From an optimization exercise on the open Yosys and OpenROAD flow, aimed at small area, a short achievable clock period and few clock cycles; shortcuts taken in it are not production practice.
In this exercise RTL edits were held to simulation tests only and were not proved equivalent to the original.
Power figures rest on the tool's default switching activity, not on a simulated workload.

File: design/flow/design.v
module LASER (
input CLK,
input RST,
input [3:0] X,
input [3:0] Y,
output reg [3:0] C1X,
output reg [3:0] C1Y,
output reg [3:0] C2X,
output reg [3:0] C2Y,
output reg DONE);
localparam S_IDLE = 3'd0,
           S_LOAD = 3'd1,
           S_GAP  = 3'd2,
           S_SCAN = 3'd3,
           S_LAST = 3'd4,
           S_FIN  = 3'd5;
reg [2:0] state;
reg [5:0] lcnt;
reg [3:0] xs;
reg first;
reg doingC1;
reg [5:0] best;      
reg [5:0] runmax;    
reg [5:0] nF;        
reg [3:0] bx, by;
reg [3:0] tx [0:39];
reg [3:0] ty [0:39];
reg [39:0] inF;      
reg [5:0] cnt [0:15];
reg cv;
reg [3:0] cx_d;
wire gap = (state == S_GAP);
wire [3:0] xin = gap ? bx : xs;
wire [39:0] inF_new;
wire [5:0] cnt_next [0:15];
wire [5:0] nF_next;
function [5:0] pop40;
    input [39:0] v;
    reg t1, t2, t3, t4, t5, t6, t7, t8, t9, t10, t11, t12, t13, t14, t15, t16, t17, t18, t19, t20, t21, t22, t23, t24, t25, t26, t27, t28, t29, t30, t31, t32, t33, t34, t35, t36, t37, t38, t39, t40, t41, t42, t43, t44, t45, t46, t47, t48, t49, t50, t51, t52, t53, t54, t55, t56, t57, t58, t59, t60, t61, t62, t63, t64, t65, t66, t67, t68, t69, t70, t71, t72, t73, t74, t75, t76;
    begin
        t1 = v[0] ^ v[1] ^ v[2];
        t2 = (v[0] & v[1]) | (v[0] & v[2]) | (v[1] & v[2]);
        t3 = v[3] ^ v[4] ^ v[5];
        t4 = (v[3] & v[4]) | (v[3] & v[5]) | (v[4] & v[5]);
        t5 = v[6] ^ v[7] ^ v[8];
        t6 = (v[6] & v[7]) | (v[6] & v[8]) | (v[7] & v[8]);
        t7 = v[9] ^ v[10] ^ v[11];
        t8 = (v[9] & v[10]) | (v[9] & v[11]) | (v[10] & v[11]);
        t9 = v[12] ^ v[13] ^ v[14];
        t10 = (v[12] & v[13]) | (v[12] & v[14]) | (v[13] & v[14]);
        t11 = v[15] ^ v[16] ^ v[17];
        t12 = (v[15] & v[16]) | (v[15] & v[17]) | (v[16] & v[17]);
        t13 = v[18] ^ v[19] ^ v[20];
        t14 = (v[18] & v[19]) | (v[18] & v[20]) | (v[19] & v[20]);
        t15 = v[21] ^ v[22] ^ v[23];
        t16 = (v[21] & v[22]) | (v[21] & v[23]) | (v[22] & v[23]);
        t17 = v[24] ^ v[25] ^ v[26];
        t18 = (v[24] & v[25]) | (v[24] & v[26]) | (v[25] & v[26]);
        t19 = v[27] ^ v[28] ^ v[29];
        t20 = (v[27] & v[28]) | (v[27] & v[29]) | (v[28] & v[29]);
        t21 = v[30] ^ v[31] ^ v[32];
        t22 = (v[30] & v[31]) | (v[30] & v[32]) | (v[31] & v[32]);
        t23 = v[33] ^ v[34] ^ v[35];
        t24 = (v[33] & v[34]) | (v[33] & v[35]) | (v[34] & v[35]);
        t25 = v[36] ^ v[37] ^ v[38];
        t26 = (v[36] & v[37]) | (v[36] & v[38]) | (v[37] & v[38]);
        t27 = v[39] ^ t1 ^ t3;
        t28 = (v[39] & t1) | (v[39] & t3) | (t1 & t3);
        t29 = t5 ^ t7 ^ t9;
        t30 = (t5 & t7) | (t5 & t9) | (t7 & t9);
        t31 = t11 ^ t13 ^ t15;
        t32 = (t11 & t13) | (t11 & t15) | (t13 & t15);
        t33 = t17 ^ t19 ^ t21;
        t34 = (t17 & t19) | (t17 & t21) | (t19 & t21);
        t35 = t23 ^ t25 ^ t27;
        t36 = (t23 & t25) | (t23 & t27) | (t25 & t27);
        t37 = t29 ^ t31 ^ t33;
        t38 = (t29 & t31) | (t29 & t33) | (t31 & t33);
        t39 = t35 ^ t37;
        t40 = t35 & t37;
        t41 = t2 ^ t4 ^ t6;
        t42 = (t2 & t4) | (t2 & t6) | (t4 & t6);
        t43 = t8 ^ t10 ^ t12;
        t44 = (t8 & t10) | (t8 & t12) | (t10 & t12);
        t45 = t14 ^ t16 ^ t18;
        t46 = (t14 & t16) | (t14 & t18) | (t16 & t18);
        t47 = t20 ^ t22 ^ t24;
        t48 = (t20 & t22) | (t20 & t24) | (t22 & t24);
        t49 = t26 ^ t28 ^ t30;
        t50 = (t26 & t28) | (t26 & t30) | (t28 & t30);
        t51 = t32 ^ t34 ^ t41;
        t52 = (t32 & t34) | (t32 & t41) | (t34 & t41);
        t53 = t43 ^ t45 ^ t47;
        t54 = (t43 & t45) | (t43 & t47) | (t45 & t47);
        t55 = t36 ^ t38 ^ t49;
        t56 = (t36 & t38) | (t36 & t49) | (t38 & t49);
        t57 = t51 ^ t53 ^ t40;
        t58 = (t51 & t53) | (t51 & t40) | (t53 & t40);
        t59 = t55 ^ t57;
        t60 = t55 & t57;
        t61 = t42 ^ t44 ^ t46;
        t62 = (t42 & t44) | (t42 & t46) | (t44 & t46);
        t63 = t48 ^ t50 ^ t52;
        t64 = (t48 & t50) | (t48 & t52) | (t50 & t52);
        t65 = t54 ^ t61 ^ t56;
        t66 = (t54 & t61) | (t54 & t56) | (t61 & t56);
        t67 = t63 ^ t58 ^ t65;
        t68 = (t63 & t58) | (t63 & t65) | (t58 & t65);
        t69 = t60 ^ t67;
        t70 = t60 & t67;
        t71 = t62 ^ t64 ^ t66;
        t72 = (t62 & t64) | (t62 & t66) | (t64 & t66);
        t73 = t68 ^ t71 ^ t70;
        t74 = (t68 & t71) | (t68 & t70) | (t71 & t70);
        t75 = t72 ^ t74;
        t76 = t72 & t74;
    pop40 = {t76, t75, t73, t69, t59, t39};
    end
endfunction
function [15:0] tle5;
    input [4:0] v;
    reg [1:0] t1; reg [3:0] t2; reg [7:0] t3; reg [3:0] w; integer i;
    begin
        w = v[3:0] | {4{v[4]}};
        t1[0] = 1'b1; t1[1] = w[0];
        for (i = 0; i < 2; i = i + 1) begin t2[i] = w[1] | t1[i]; t2[i+2] = w[1] & t1[i]; end
        for (i = 0; i < 4; i = i + 1) begin t3[i] = w[2] | t2[i]; t3[i+4] = w[2] & t2[i]; end
        for (i = 0; i < 8; i = i + 1) begin tle5[i] = w[3] | t3[i]; tle5[i+8] = w[3] & t3[i]; end
    end
endfunction
function [15:0] tge5;
    input [4:0] v;
    reg [1:0] t1; reg [3:0] t2; reg [7:0] t3; reg [3:0] nw; integer i;
    begin
        nw = ~v[3:0] | {4{v[4]}};
        t1[0] = nw[0]; t1[1] = 1'b1;
        for (i = 0; i < 2; i = i + 1) begin t2[i] = nw[1] & t1[i]; t2[i+2] = nw[1] | t1[i]; end
        for (i = 0; i < 4; i = i + 1) begin t3[i] = nw[2] & t2[i]; t3[i+4] = nw[2] | t2[i]; end
        for (i = 0; i < 8; i = i + 1) begin tge5[i] = nw[3] & t3[i]; tge5[i+8] = nw[3] | t3[i]; end
    end
endfunction
function [3:0] chord;
    input [3:0] x;
    input [3:0] tx;
    reg [4:0] d; reg n0, n1, v0, v2, v3, v4;
    begin
        d = {1'b0, x} - {1'b0, tx};
        n0 = (d[4:2] == 3'b000);
        n1 = (d[4:2] == 3'b111);
        v0 = n0 | (d == 5'b00100) | n1;
        v2 = n0 | (n1 & (d[1:0] != 2'b00));
        v3 = (d[4:1] == 4'b0000) | (d == 5'b00010) | (n1 & d[1]);
        v4 = (d == 5'd0);
        chord = {v0, v4, v2 & ~v4, v3 & ~v4};
    end
endfunction
function [15:0] colmask;
    input [3:0] x;
    input [3:0] tx;
    input [3:0] ty;
    input dead;
    reg [3:0] c; reg [4:0] hi, lo;
    begin
        c = chord(x, tx);
        hi = {1'b0, ty} + {2'b0, c[2:0]};
        lo = {1'b0, ty} - {2'b0, c[2:0]};
        colmask = tle5(hi) & tge5(lo) & {16{c[3] & ~dead}};
    end
endfunction
function covers;
    input [3:0] x;
    input [3:0] y;
    input [3:0] tx;
    input [3:0] ty;
    reg [3:0] c; reg [4:0] hi, lo;
    begin
        c = chord(x, tx);
        hi = {1'b0, ty} + {2'b0, c[2:0]};
        lo = {1'b0, ty} - {2'b0, c[2:0]};
        covers = c[3] & ({1'b0, y} <= hi) & ($signed({1'b0, y}) >= $signed(lo));
    end
endfunction
wire [15:0] mk0, mk1, mk2, mk3, mk4, mk5, mk6, mk7, mk8, mk9, mk10, mk11, mk12, mk13, mk14, mk15, mk16, mk17, mk18, mk19, mk20, mk21, mk22, mk23, mk24, mk25, mk26, mk27, mk28, mk29, mk30, mk31, mk32, mk33, mk34, mk35, mk36, mk37, mk38, mk39;
assign mk0 = colmask(xin, tx[0], ty[0], inF[0]);
assign inF_new[0] = covers(xin, by, tx[0], ty[0]);
assign mk1 = colmask(xin, tx[1], ty[1], inF[1]);
assign inF_new[1] = covers(xin, by, tx[1], ty[1]);
assign mk2 = colmask(xin, tx[2], ty[2], inF[2]);
assign inF_new[2] = covers(xin, by, tx[2], ty[2]);
assign mk3 = colmask(xin, tx[3], ty[3], inF[3]);
assign inF_new[3] = covers(xin, by, tx[3], ty[3]);
assign mk4 = colmask(xin, tx[4], ty[4], inF[4]);
assign inF_new[4] = covers(xin, by, tx[4], ty[4]);
assign mk5 = colmask(xin, tx[5], ty[5], inF[5]);
assign inF_new[5] = covers(xin, by, tx[5], ty[5]);
assign mk6 = colmask(xin, tx[6], ty[6], inF[6]);
assign inF_new[6] = covers(xin, by, tx[6], ty[6]);
assign mk7 = colmask(xin, tx[7], ty[7], inF[7]);
assign inF_new[7] = covers(xin, by, tx[7], ty[7]);
assign mk8 = colmask(xin, tx[8], ty[8], inF[8]);
assign inF_new[8] = covers(xin, by, tx[8], ty[8]);
assign mk9 = colmask(xin, tx[9], ty[9], inF[9]);
assign inF_new[9] = covers(xin, by, tx[9], ty[9]);
assign mk10 = colmask(xin, tx[10], ty[10], inF[10]);
assign inF_new[10] = covers(xin, by, tx[10], ty[10]);
assign mk11 = colmask(xin, tx[11], ty[11], inF[11]);
assign inF_new[11] = covers(xin, by, tx[11], ty[11]);
assign mk12 = colmask(xin, tx[12], ty[12], inF[12]);
assign inF_new[12] = covers(xin, by, tx[12], ty[12]);
assign mk13 = colmask(xin, tx[13], ty[13], inF[13]);
assign inF_new[13] = covers(xin, by, tx[13], ty[13]);
assign mk14 = colmask(xin, tx[14], ty[14], inF[14]);
assign inF_new[14] = covers(xin, by, tx[14], ty[14]);
assign mk15 = colmask(xin, tx[15], ty[15], inF[15]);
assign inF_new[15] = covers(xin, by, tx[15], ty[15]);
assign mk16 = colmask(xin, tx[16], ty[16], inF[16]);
assign inF_new[16] = covers(xin, by, tx[16], ty[16]);
assign mk17 = colmask(xin, tx[17], ty[17], inF[17]);
assign inF_new[17] = covers(xin, by, tx[17], ty[17]);
assign mk18 = colmask(xin, tx[18], ty[18], inF[18]);
assign inF_new[18] = covers(xin, by, tx[18], ty[18]);
assign mk19 = colmask(xin, tx[19], ty[19], inF[19]);
assign inF_new[19] = covers(xin, by, tx[19], ty[19]);
assign mk20 = colmask(xin, tx[20], ty[20], inF[20]);
assign inF_new[20] = covers(xin, by, tx[20], ty[20]);
assign mk21 = colmask(xin, tx[21], ty[21], inF[21]);
assign inF_new[21] = covers(xin, by, tx[21], ty[21]);
assign mk22 = colmask(xin, tx[22], ty[22], inF[22]);
assign inF_new[22] = covers(xin, by, tx[22], ty[22]);
assign mk23 = colmask(xin, tx[23], ty[23], inF[23]);
assign inF_new[23] = covers(xin, by, tx[23], ty[23]);
assign mk24 = colmask(xin, tx[24], ty[24], inF[24]);
assign inF_new[24] = covers(xin, by, tx[24], ty[24]);
assign mk25 = colmask(xin, tx[25], ty[25], inF[25]);
assign inF_new[25] = covers(xin, by, tx[25], ty[25]);
assign mk26 = colmask(xin, tx[26], ty[26], inF[26]);
assign inF_new[26] = covers(xin, by, tx[26], ty[26]);
assign mk27 = colmask(xin, tx[27], ty[27], inF[27]);
assign inF_new[27] = covers(xin, by, tx[27], ty[27]);
assign mk28 = colmask(xin, tx[28], ty[28], inF[28]);
assign inF_new[28] = covers(xin, by, tx[28], ty[28]);
assign mk29 = colmask(xin, tx[29], ty[29], inF[29]);
assign inF_new[29] = covers(xin, by, tx[29], ty[29]);
assign mk30 = colmask(xin, tx[30], ty[30], inF[30]);
assign inF_new[30] = covers(xin, by, tx[30], ty[30]);
assign mk31 = colmask(xin, tx[31], ty[31], inF[31]);
assign inF_new[31] = covers(xin, by, tx[31], ty[31]);
assign mk32 = colmask(xin, tx[32], ty[32], inF[32]);
assign inF_new[32] = covers(xin, by, tx[32], ty[32]);
assign mk33 = colmask(xin, tx[33], ty[33], inF[33]);
assign inF_new[33] = covers(xin, by, tx[33], ty[33]);
assign mk34 = colmask(xin, tx[34], ty[34], inF[34]);
assign inF_new[34] = covers(xin, by, tx[34], ty[34]);
assign mk35 = colmask(xin, tx[35], ty[35], inF[35]);
assign inF_new[35] = covers(xin, by, tx[35], ty[35]);
assign mk36 = colmask(xin, tx[36], ty[36], inF[36]);
assign inF_new[36] = covers(xin, by, tx[36], ty[36]);
assign mk37 = colmask(xin, tx[37], ty[37], inF[37]);
assign inF_new[37] = covers(xin, by, tx[37], ty[37]);
assign mk38 = colmask(xin, tx[38], ty[38], inF[38]);
assign inF_new[38] = covers(xin, by, tx[38], ty[38]);
assign mk39 = colmask(xin, tx[39], ty[39], inF[39]);
assign inF_new[39] = covers(xin, by, tx[39], ty[39]);
assign cnt_next[0] = pop40({mk39[0], mk38[0], mk37[0], mk36[0], mk35[0], mk34[0], mk33[0], mk32[0], mk31[0], mk30[0], mk29[0], mk28[0], mk27[0], mk26[0], mk25[0], mk24[0], mk23[0], mk22[0], mk21[0], mk20[0], mk19[0], mk18[0], mk17[0], mk16[0], mk15[0], mk14[0], mk13[0], mk12[0], mk11[0], mk10[0], mk9[0], mk8[0], mk7[0], mk6[0], mk5[0], mk4[0], mk3[0], mk2[0], mk1[0], mk0[0]});
assign cnt_next[1] = pop40({mk39[1], mk38[1], mk37[1], mk36[1], mk35[1], mk34[1], mk33[1], mk32[1], mk31[1], mk30[1], mk29[1], mk28[1], mk27[1], mk26[1], mk25[1], mk24[1], mk23[1], mk22[1], mk21[1], mk20[1], mk19[1], mk18[1], mk17[1], mk16[1], mk15[1], mk14[1], mk13[1], mk12[1], mk11[1], mk10[1], mk9[1], mk8[1], mk7[1], mk6[1], mk5[1], mk4[1], mk3[1], mk2[1], mk1[1], mk0[1]});
assign cnt_next[2] = pop40({mk39[2], mk38[2], mk37[2], mk36[2], mk35[2], mk34[2], mk33[2], mk32[2], mk31[2], mk30[2], mk29[2], mk28[2], mk27[2], mk26[2], mk25[2], mk24[2], mk23[2], mk22[2], mk21[2], mk20[2], mk19[2], mk18[2], mk17[2], mk16[2], mk15[2], mk14[2], mk13[2], mk12[2], mk11[2], mk10[2], mk9[2], mk8[2], mk7[2], mk6[2], mk5[2], mk4[2], mk3[2], mk2[2], mk1[2], mk0[2]});
assign cnt_next[3] = pop40({mk39[3], mk38[3], mk37[3], mk36[3], mk35[3], mk34[3], mk33[3], mk32[3], mk31[3], mk30[3], mk29[3], mk28[3], mk27[3], mk26[3], mk25[3], mk24[3], mk23[3], mk22[3], mk21[3], mk20[3], mk19[3], mk18[3], mk17[3], mk16[3], mk15[3], mk14[3], mk13[3], mk12[3], mk11[3], mk10[3], mk9[3], mk8[3], mk7[3], mk6[3], mk5[3], mk4[3], mk3[3], mk2[3], mk1[3], mk0[3]});
assign cnt_next[4] = pop40({mk39[4], mk38[4], mk37[4], mk36[4], mk35[4], mk34[4], mk33[4], mk32[4], mk31[4], mk30[4], mk29[4], mk28[4], mk27[4], mk26[4], mk25[4], mk24[4], mk23[4], mk22[4], mk21[4], mk20[4], mk19[4], mk18[4], mk17[4], mk16[4], mk15[4], mk14[4], mk13[4], mk12[4], mk11[4], mk10[4], mk9[4], mk8[4], mk7[4], mk6[4], mk5[4], mk4[4], mk3[4], mk2[4], mk1[4], mk0[4]});
assign cnt_next[5] = pop40({mk39[5], mk38[5], mk37[5], mk36[5], mk35[5], mk34[5], mk33[5], mk32[5], mk31[5], mk30[5], mk29[5], mk28[5], mk27[5], mk26[5], mk25[5], mk24[5], mk23[5], mk22[5], mk21[5], mk20[5], mk19[5], mk18[5], mk17[5], mk16[5], mk15[5], mk14[5], mk13[5], mk12[5], mk11[5], mk10[5], mk9[5], mk8[5], mk7[5], mk6[5], mk5[5], mk4[5], mk3[5], mk2[5], mk1[5], mk0[5]});
assign cnt_next[6] = pop40({mk39[6], mk38[6], mk37[6], mk36[6], mk35[6], mk34[6], mk33[6], mk32[6], mk31[6], mk30[6], mk29[6], mk28[6], mk27[6], mk26[6], mk25[6], mk24[6], mk23[6], mk22[6], mk21[6], mk20[6], mk19[6], mk18[6], mk17[6], mk16[6], mk15[6], mk14[6], mk13[6], mk12[6], mk11[6], mk10[6], mk9[6], mk8[6], mk7[6], mk6[6], mk5[6], mk4[6], mk3[6], mk2[6], mk1[6], mk0[6]});
assign cnt_next[7] = pop40({mk39[7], mk38[7], mk37[7], mk36[7], mk35[7], mk34[7], mk33[7], mk32[7], mk31[7], mk30[7], mk29[7], mk28[7], mk27[7], mk26[7], mk25[7], mk24[7], mk23[7], mk22[7], mk21[7], mk20[7], mk19[7], mk18[7], mk17[7], mk16[7], mk15[7], mk14[7], mk13[7], mk12[7], mk11[7], mk10[7], mk9[7], mk8[7], mk7[7], mk6[7], mk5[7], mk4[7], mk3[7], mk2[7], mk1[7], mk0[7]});
assign cnt_next[8] = pop40({mk39[8], mk38[8], mk37[8], mk36[8], mk35[8], mk34[8], mk33[8], mk32[8], mk31[8], mk30[8], mk29[8], mk28[8], mk27[8], mk26[8], mk25[8], mk24[8], mk23[8], mk22[8], mk21[8], mk20[8], mk19[8], mk18[8], mk17[8], mk16[8], mk15[8], mk14[8], mk13[8], mk12[8], mk11[8], mk10[8], mk9[8], mk8[8], mk7[8], mk6[8], mk5[8], mk4[8], mk3[8], mk2[8], mk1[8], mk0[8]});
assign cnt_next[9] = pop40({mk39[9], mk38[9], mk37[9], mk36[9], mk35[9], mk34[9], mk33[9], mk32[9], mk31[9], mk30[9], mk29[9], mk28[9], mk27[9], mk26[9], mk25[9], mk24[9], mk23[9], mk22[9], mk21[9], mk20[9], mk19[9], mk18[9], mk17[9], mk16[9], mk15[9], mk14[9], mk13[9], mk12[9], mk11[9], mk10[9], mk9[9], mk8[9], mk7[9], mk6[9], mk5[9], mk4[9], mk3[9], mk2[9], mk1[9], mk0[9]});
assign cnt_next[10] = pop40({mk39[10], mk38[10], mk37[10], mk36[10], mk35[10], mk34[10], mk33[10], mk32[10], mk31[10], mk30[10], mk29[10], mk28[10], mk27[10], mk26[10], mk25[10], mk24[10], mk23[10], mk22[10], mk21[10], mk20[10], mk19[10], mk18[10], mk17[10], mk16[10], mk15[10], mk14[10], mk13[10], mk12[10], mk11[10], mk10[10], mk9[10], mk8[10], mk7[10], mk6[10], mk5[10], mk4[10], mk3[10], mk2[10], mk1[10], mk0[10]});
assign cnt_next[11] = pop40({mk39[11], mk38[11], mk37[11], mk36[11], mk35[11], mk34[11], mk33[11], mk32[11], mk31[11], mk30[11], mk29[11], mk28[11], mk27[11], mk26[11], mk25[11], mk24[11], mk23[11], mk22[11], mk21[11], mk20[11], mk19[11], mk18[11], mk17[11], mk16[11], mk15[11], mk14[11], mk13[11], mk12[11], mk11[11], mk10[11], mk9[11], mk8[11], mk7[11], mk6[11], mk5[11], mk4[11], mk3[11], mk2[11], mk1[11], mk0[11]});
assign cnt_next[12] = pop40({mk39[12], mk38[12], mk37[12], mk36[12], mk35[12], mk34[12], mk33[12], mk32[12], mk31[12], mk30[12], mk29[12], mk28[12], mk27[12], mk26[12], mk25[12], mk24[12], mk23[12], mk22[12], mk21[12], mk20[12], mk19[12], mk18[12], mk17[12], mk16[12], mk15[12], mk14[12], mk13[12], mk12[12], mk11[12], mk10[12], mk9[12], mk8[12], mk7[12], mk6[12], mk5[12], mk4[12], mk3[12], mk2[12], mk1[12], mk0[12]});
assign cnt_next[13] = pop40({mk39[13], mk38[13], mk37[13], mk36[13], mk35[13], mk34[13], mk33[13], mk32[13], mk31[13], mk30[13], mk29[13], mk28[13], mk27[13], mk26[13], mk25[13], mk24[13], mk23[13], mk22[13], mk21[13], mk20[13], mk19[13], mk18[13], mk17[13], mk16[13], mk15[13], mk14[13], mk13[13], mk12[13], mk11[13], mk10[13], mk9[13], mk8[13], mk7[13], mk6[13], mk5[13], mk4[13], mk3[13], mk2[13], mk1[13], mk0[13]});
assign cnt_next[14] = pop40({mk39[14], mk38[14], mk37[14], mk36[14], mk35[14], mk34[14], mk33[14], mk32[14], mk31[14], mk30[14], mk29[14], mk28[14], mk27[14], mk26[14], mk25[14], mk24[14], mk23[14], mk22[14], mk21[14], mk20[14], mk19[14], mk18[14], mk17[14], mk16[14], mk15[14], mk14[14], mk13[14], mk12[14], mk11[14], mk10[14], mk9[14], mk8[14], mk7[14], mk6[14], mk5[14], mk4[14], mk3[14], mk2[14], mk1[14], mk0[14]});
assign cnt_next[15] = pop40({mk39[15], mk38[15], mk37[15], mk36[15], mk35[15], mk34[15], mk33[15], mk32[15], mk31[15], mk30[15], mk29[15], mk28[15], mk27[15], mk26[15], mk25[15], mk24[15], mk23[15], mk22[15], mk21[15], mk20[15], mk19[15], mk18[15], mk17[15], mk16[15], mk15[15], mk14[15], mk13[15], mk12[15], mk11[15], mk10[15], mk9[15], mk8[15], mk7[15], mk6[15], mk5[15], mk4[15], mk3[15], mk2[15], mk1[15], mk0[15]});
assign nF_next = pop40(inF);
reg [5:0] m1 [0:7]; reg [3:0] i1 [0:7];
reg [5:0] m2 [0:3]; reg [3:0] i2 [0:3];
reg [5:0] m3 [0:1]; reg [3:0] i3 [0:1];
reg [5:0] m4; reg [3:0] i4;
integer j;
always @(*) begin
    for (j = 0; j < 8; j = j + 1) begin
        if (cnt[2*j+1] >= cnt[2*j]) begin m1[j] = cnt[2*j+1]; i1[j] = 2*j+1; end
        else begin m1[j] = cnt[2*j]; i1[j] = 2*j; end
    end
    for (j = 0; j < 4; j = j + 1) begin
        if (m1[2*j+1] >= m1[2*j]) begin m2[j] = m1[2*j+1]; i2[j] = i1[2*j+1]; end
        else begin m2[j] = m1[2*j]; i2[j] = i1[2*j]; end
    end
    for (j = 0; j < 2; j = j + 1) begin
        if (m2[2*j+1] >= m2[2*j]) begin m3[j] = m2[2*j+1]; i3[j] = i2[2*j+1]; end
        else begin m3[j] = m2[2*j]; i3[j] = i2[2*j]; end
    end
    if (m3[1] >= m3[0]) begin m4 = m3[1]; i4 = i3[1]; end
    else begin m4 = m3[0]; i4 = i3[0]; end
end
wire [5:0] total = runmax + nF;
wire improve = first | (total > best);
integer k, y;
always @(posedge CLK) begin
    tx[0] <= (state == S_LOAD) ? X : tx[39];
    ty[0] <= (state == S_LOAD) ? Y : ty[39];
    for (k = 1; k < 40; k = k + 1) begin
        tx[k] <= tx[k-1];
        ty[k] <= ty[k-1];
    end
    if (gap)
        inF <= {inF_new[38:0], inF_new[39]};
    else
        inF <= {inF[38:0], inF[39]};
    for (y = 0; y < 16; y = y + 1)
        cnt[y] <= cnt_next[y];
    cx_d <= xs;
    nF <= nF_next;
end
always @(posedge CLK or posedge RST) begin
    if (RST) begin
        state <= S_IDLE;
        DONE <= 1'b0;
        cv <= 1'b0;
    end
    else begin
        DONE <= 1'b0;
        cv <= 1'b0;
        case (state)
            S_IDLE: begin
                state <= S_LOAD;
            end
            S_LOAD: begin
                if (lcnt == 6'd39)
                    state <= S_GAP;
            end
            S_GAP: begin
                if (improve)
                    state <= S_SCAN;
                else begin
                    state <= S_FIN;
                    DONE <= 1'b1;
                end
            end
            S_SCAN: begin
                cv <= 1'b1;
                if (xs == 4'd15)
                    state <= S_LAST;
            end
            S_LAST: begin
                state <= S_GAP;
            end
            default: begin
                state <= S_LOAD;
            end
        endcase
    end
end
always @(posedge CLK) begin
    case (state)
        S_LOAD: begin
            lcnt <= lcnt + 6'd1;
            first <= 1'b1;
            doingC1 <= 1'b0;
            best <= 6'd0;
            bx <= 4'd0;
            by <= 4'd0;
            C1X <= 4'd0;
            C1Y <= 4'd0;
            C2X <= 4'd0;
            C2Y <= 4'd0;
        end
        S_GAP: begin
            if (doingC1) begin
                C1X <= bx;
                C1Y <= by;
            end
            else begin
                C2X <= bx;
                C2Y <= by;
            end
            if (improve) begin
                best <= first ? 6'd0 : total;
                doingC1 <= ~doingC1;
            end
            first <= 1'b0;
            runmax <= 6'd0;
            xs <= 4'd0;
        end
        S_SCAN: begin
            xs <= xs + 4'd1;
        end
        default: begin
            lcnt <= 6'd0;
        end
    endcase
    if (cv && m4 >= runmax) begin
        runmax <= m4;
        bx <= cx_d;
        by <= i4;
    end
end
endmodule
File: design/flow/config.mk
export PLATFORM = sky130hd
export DESIGN_NAME = LASER
export DESIGN_NICKNAME = LASER
export VERILOG_FILES = /design/flow/design.v
export SDC_FILE = /design/flow/constraint.sdc
export NUM_CORES = 4
export LEC_CHECK = 0
export CAP_MARGIN = 20
export CORE_MARGIN = 2
export CORE_UTILIZATION = 40
export PLACE_DENSITY = 0.6
export SLEW_MARGIN = 20
File: design/flow/run.sh
#!/bin/bash
# synth_recipe.tcl (not shown) runs the flow's synth.tcl, then flattens the netlist and writes it again
# the make line also repeats each setting of config.mk as NAME=value (left out here)
make -C /OpenROAD-flow-scripts/flow DESIGN_CONFIG=/design/flow/config.mk WORK_HOME=/design/flow/orfs CLKGATE_MAP_FILE= SYNTH_SCRIPT=/design/flow/synth_recipe.tcl finish
File: design/flow/constraint.sdc
create_clock -name core_clock -period 11.0 [get_ports {CLK}]
set_input_delay 2.2000 -clock core_clock [delete_from_list [all_inputs] [get_ports {CLK}]]
set_output_delay 2.2000 -clock core_clock [all_outputs]
set_load 0.01 [all_outputs]
==> flow_metrics.env <==
export IMPL_design_area_sq_um=71000
export IMPL_r2r_cells=31
export IMPL_die_area_sq_um=167000
export IMPL_cts_resized=0
export IMPL_synth_edf_count=48
export IMPL_clock_sinks=519
export IMPL_cap_viol_max_count=0
export IMPL_period_share=0.942
export IMPL_hold_viol=0
export IMPL_synth_warnings=10
export IMPL_drive_above_1_share=0.0407
export IMPL_dieHeight_um=409
export IMPL_finalSetupTns_ns=0
export IMPL_antenna_found_initial=1
export IMPL_max_freq_mhz=96.6
export IMPL_cp_startpoint="state[1]"
export IMPL_clockBufferDepth=3
export IMPL_clock_latency_ns=0.72
export IMPL_grt_max_degree=47
export IMPL_synthFlopType="dfxtp_1"
export IMPL_worst_endpoint_required_ns=11.59
export IMPL_setup_viol=0
export IMPL_antennaDiodeCount=0
export IMPL_endpoint="cnt[6][4]"
export IMPL_clock_skew_ns=0.0634
export IMPL_fp_row_count=148
export IMPL_port_buffers=26
export IMPL_cts_made_buffers=70
export IMPL_crit_path_frequent_cell="fa_1"
export IMPL_reg2reg_from="state[1]"
export IMPL_critPathMaxStageDelay_ns=0.80
export IMPL_crit_path_start_kind="flop"
export IMPL_hold_slack_ns=0.327
export IMPL_max_slew_margin_rel=0.309
export IMPL_grt_pass1_wl_um=334000
export IMPL_cts_tree="built"
export IMPL_status="complete, no violations"
export IMPL_rr_endpoint="cnt[6][4]"
export IMPL_hpwl_um=190000
export IMPL_syn_area_sq_um=65500
export IMPL_grt_pass1_vias=54335
export IMPL_slew_violations=0
export IMPL_synth_commonest_cells="1372 x inv_1, 897 x ha_1, 699 x fa_1"
export IMPL_syn_inst=7631
export IMPL_num_vias=54522
export IMPL_h_tree_depth=3
export IMPL_core_region_area_sq_um=163000
export IMPL_die_w_um=409
export IMPL_synth_seq_cells=519
export IMPL_yosysUniqueCellTypes=95
export IMPL_cp_data_arrival_time_ns=10.95
export IMPL_crit_fanout=22
export IMPL_worstSetupEndpointType="flop"
export IMPL_syn_nets=9237
export IMPL_rsz0062_at_grt="no"
export IMPL_overflow=0
export IMPL_period_needed_ns=10.36
export IMPL_dp_cells=9808
export IMPL_vdd_drop_max_v=0.000385
export IMPL_placed_cell_area_sq_um=68600
export IMPL_leakage_nw=32.7
export IMPL_root_buffer="clkbuf_16"
export IMPL_firstDrtPassIters=6
export IMPL_yosys_area_top_type="fa_1"
export IMPL_reg2reg_slack_ns=0.64
export IMPL_via_per_inst=5.49
export IMPL_yosysTopAreaCellShare=0.214
export IMPL_wl_um=221000
export IMPL_cts_setup_buffers=0
export IMPL_final_nets=9311
export IMPL_first_iter_violations=4606
export IMPL_ys_top_cells_by_area="fa_1 21%, ha_1 17%, dfxtp_1 14%"
export IMPL_io_pins=27
export IMPL_synth_yosys_seq_area_share=0.166
export IMPL_clkSlewWorstSetupHoldPaths_ns=0.07
export IMPL_layout_cells_non_filler=9936
export IMPL_async_flop_share=0.00963
export IMPL_slowest_stage="a2111oi_0"
export IMPL_crit_type="reg2reg"
export IMPL_p_per_area_nw_per_um2=203
export IMPL_track_usage=0.263
export IMPL_setup_ws_ns=0.643
export IMPL_tightest_slew_ns=1.02
export IMPL_syn_area_per_cell_sq_um=8.58
export IMPL_cts_hold_buffers=0
export IMPL_fill_cells=16082
export IMPL_worstHoldPathType="reg2reg"
export IMPL_post_place_ws_ns=0.709
export IMPL_gp_routability_congestion=1.02
export IMPL_start_util=0.403
export IMPL_yosysMostFrequentCell="inv_1"
export IMPL_postRouteAntennaNets=0
export IMPL_routedWlPerCell_um=22.3
export IMPL_synthToLayoutAreaGrowth_pct=8.51
export IMPL_drc=0
-- power breakdown --
| part | switching, W | internal [W] |
|---|---|---|
| logic | 0.00577 | 0.00377 |
| clock network | 0.00101 | 0.00144 |
| registers | 0.000166 | 0.00224 |
-- registers in the layout (all words and copies together) (netlist names), 3 cells and up --
name    count
C1X         4
C1Y         4
C2X         4
C2Y         4
best        6
bx          4
by          4
cnt        96
cx_d        4
inF        40
lcnt        6
nF          6
runmax      6
state       3
tx        160
ty        160
xs          4
-- metrics by stage --
step,util,power (W)
4_1_cts,0.437,0.0144
6_report,0.437,0.0144
5_1_grt,0.437,0.0156
3_3_place_gp,0.422,0.0117
3_5_place_dp,0.422,0.0118
2_1_floorplan,-,0.00897
-- cell families (layout without fill, tap and decap cells) --
group,Yosys count,count (layout),synth area share
flops,519,519,0.166
mux,82,82,0.0128
fa+ha+maj,1596,1596,0.385
buf+inv,1448,1578,0.0832
xor+xnor,215,215,0.0288
compound gates,1734,1734,0.173
simple gates,2037,2037,0.151
-- routing by layer --
| metal | share of wire | global-route usage | vias up |
|---|---|---|---|
| met4 | 0.043 | 0.106 | 0 |
| met5 | 0 | 0 | - |
| li1 | - | - | 25848 |
| met1 | 0.44 | 0.350 | 26563 |
| met2 | 0.46 | 0.429 | 1746 |
| met3 | 0.057 | 0.0358 | 365 |
-- critical path: cells and delay by family, from the launching register on --
family          cells  cell delay (ns)
simple gates        6             1.45
flops               1             0.45
buf+inv             7             1.00
compound gates      6             2.69
fa+ha+maj          12             4.62
-- placed cells by master, fill, tap and decap left out, types with 58 or more instances in the layout --
master / n
inv_1: 1369
ha_1: 897
fa_1: 699
nor2_1: 577
nand2_1: 532
dfxtp_1: 466
a21oi_1: 440
o21ai_0: 381
nand2b_1: 175
nor2b_1: 171
xnor2_1: 157
nand3_1: 136
a21o_1: 128
nor3_1: 120
o21a_1: 104
o211ai_1: 95
a211oi_1: 84
clkbuf_16: 71
and2_1: 69
mux2i_1: 68
o22ai_1: 63
xor2_1: 58
-- how the worst min path moves through the flow --
stage | startpoint | to | cells after the start
finish | tx[7][2] | tx[8][2] | 0
floorplan | ty[13][3] | ty[14][3] | 0
global route | tx[7][2] | tx[8][2] | 0
detailed placement | tx[15][2] | tx[16][2] | 0
CTS | tx[7][2] | tx[8][2] | 0
global placement | tx[10][3] | tx[11][3] | 0
-- area by class of cell --
type                       instances  area, sq um  area share
timing repair buffer              78          688     0.00969
multi-input combinational       5664        49100       0.692
clock inverter                    37          477     0.00671
sequential                       519        10900       0.153
inverter                        1372         5150      0.0725
clock buffer                      91         1950      0.0275
tap                             2175         2720      0.0383
Testbench counts, summed over its fixed seeds: cycles 12,810.

## port drivers added, routing unchanged
The results above use ideal ports. As a check the final layout listed here was re-extracted and re-timed, cells and wires unchanged.
Step 1 sets driving cells, clkbuf_16 on the clock port and buf_2 on the other inputs (assumed; they add their load-dependent delay and slew).
Step 2, shift: input delay + t, output delay - t, t = (earliest + latest rising clock arrival at the registers) / 2. This alone moves slack from input paths to output paths.
Three values: ideal, step 1, step 2; two values: the first two.
t (ns): 0.772
setup slack, ns: 0.643 / 0.643 / 0.643
latest minus earliest clock arrival (ns): 0.064 / 0.063
After both steps this run still meets setup and hold. For this run, drivers alone change the setup slack by 0.000 ns; drivers and shift together by 0.000 ns.
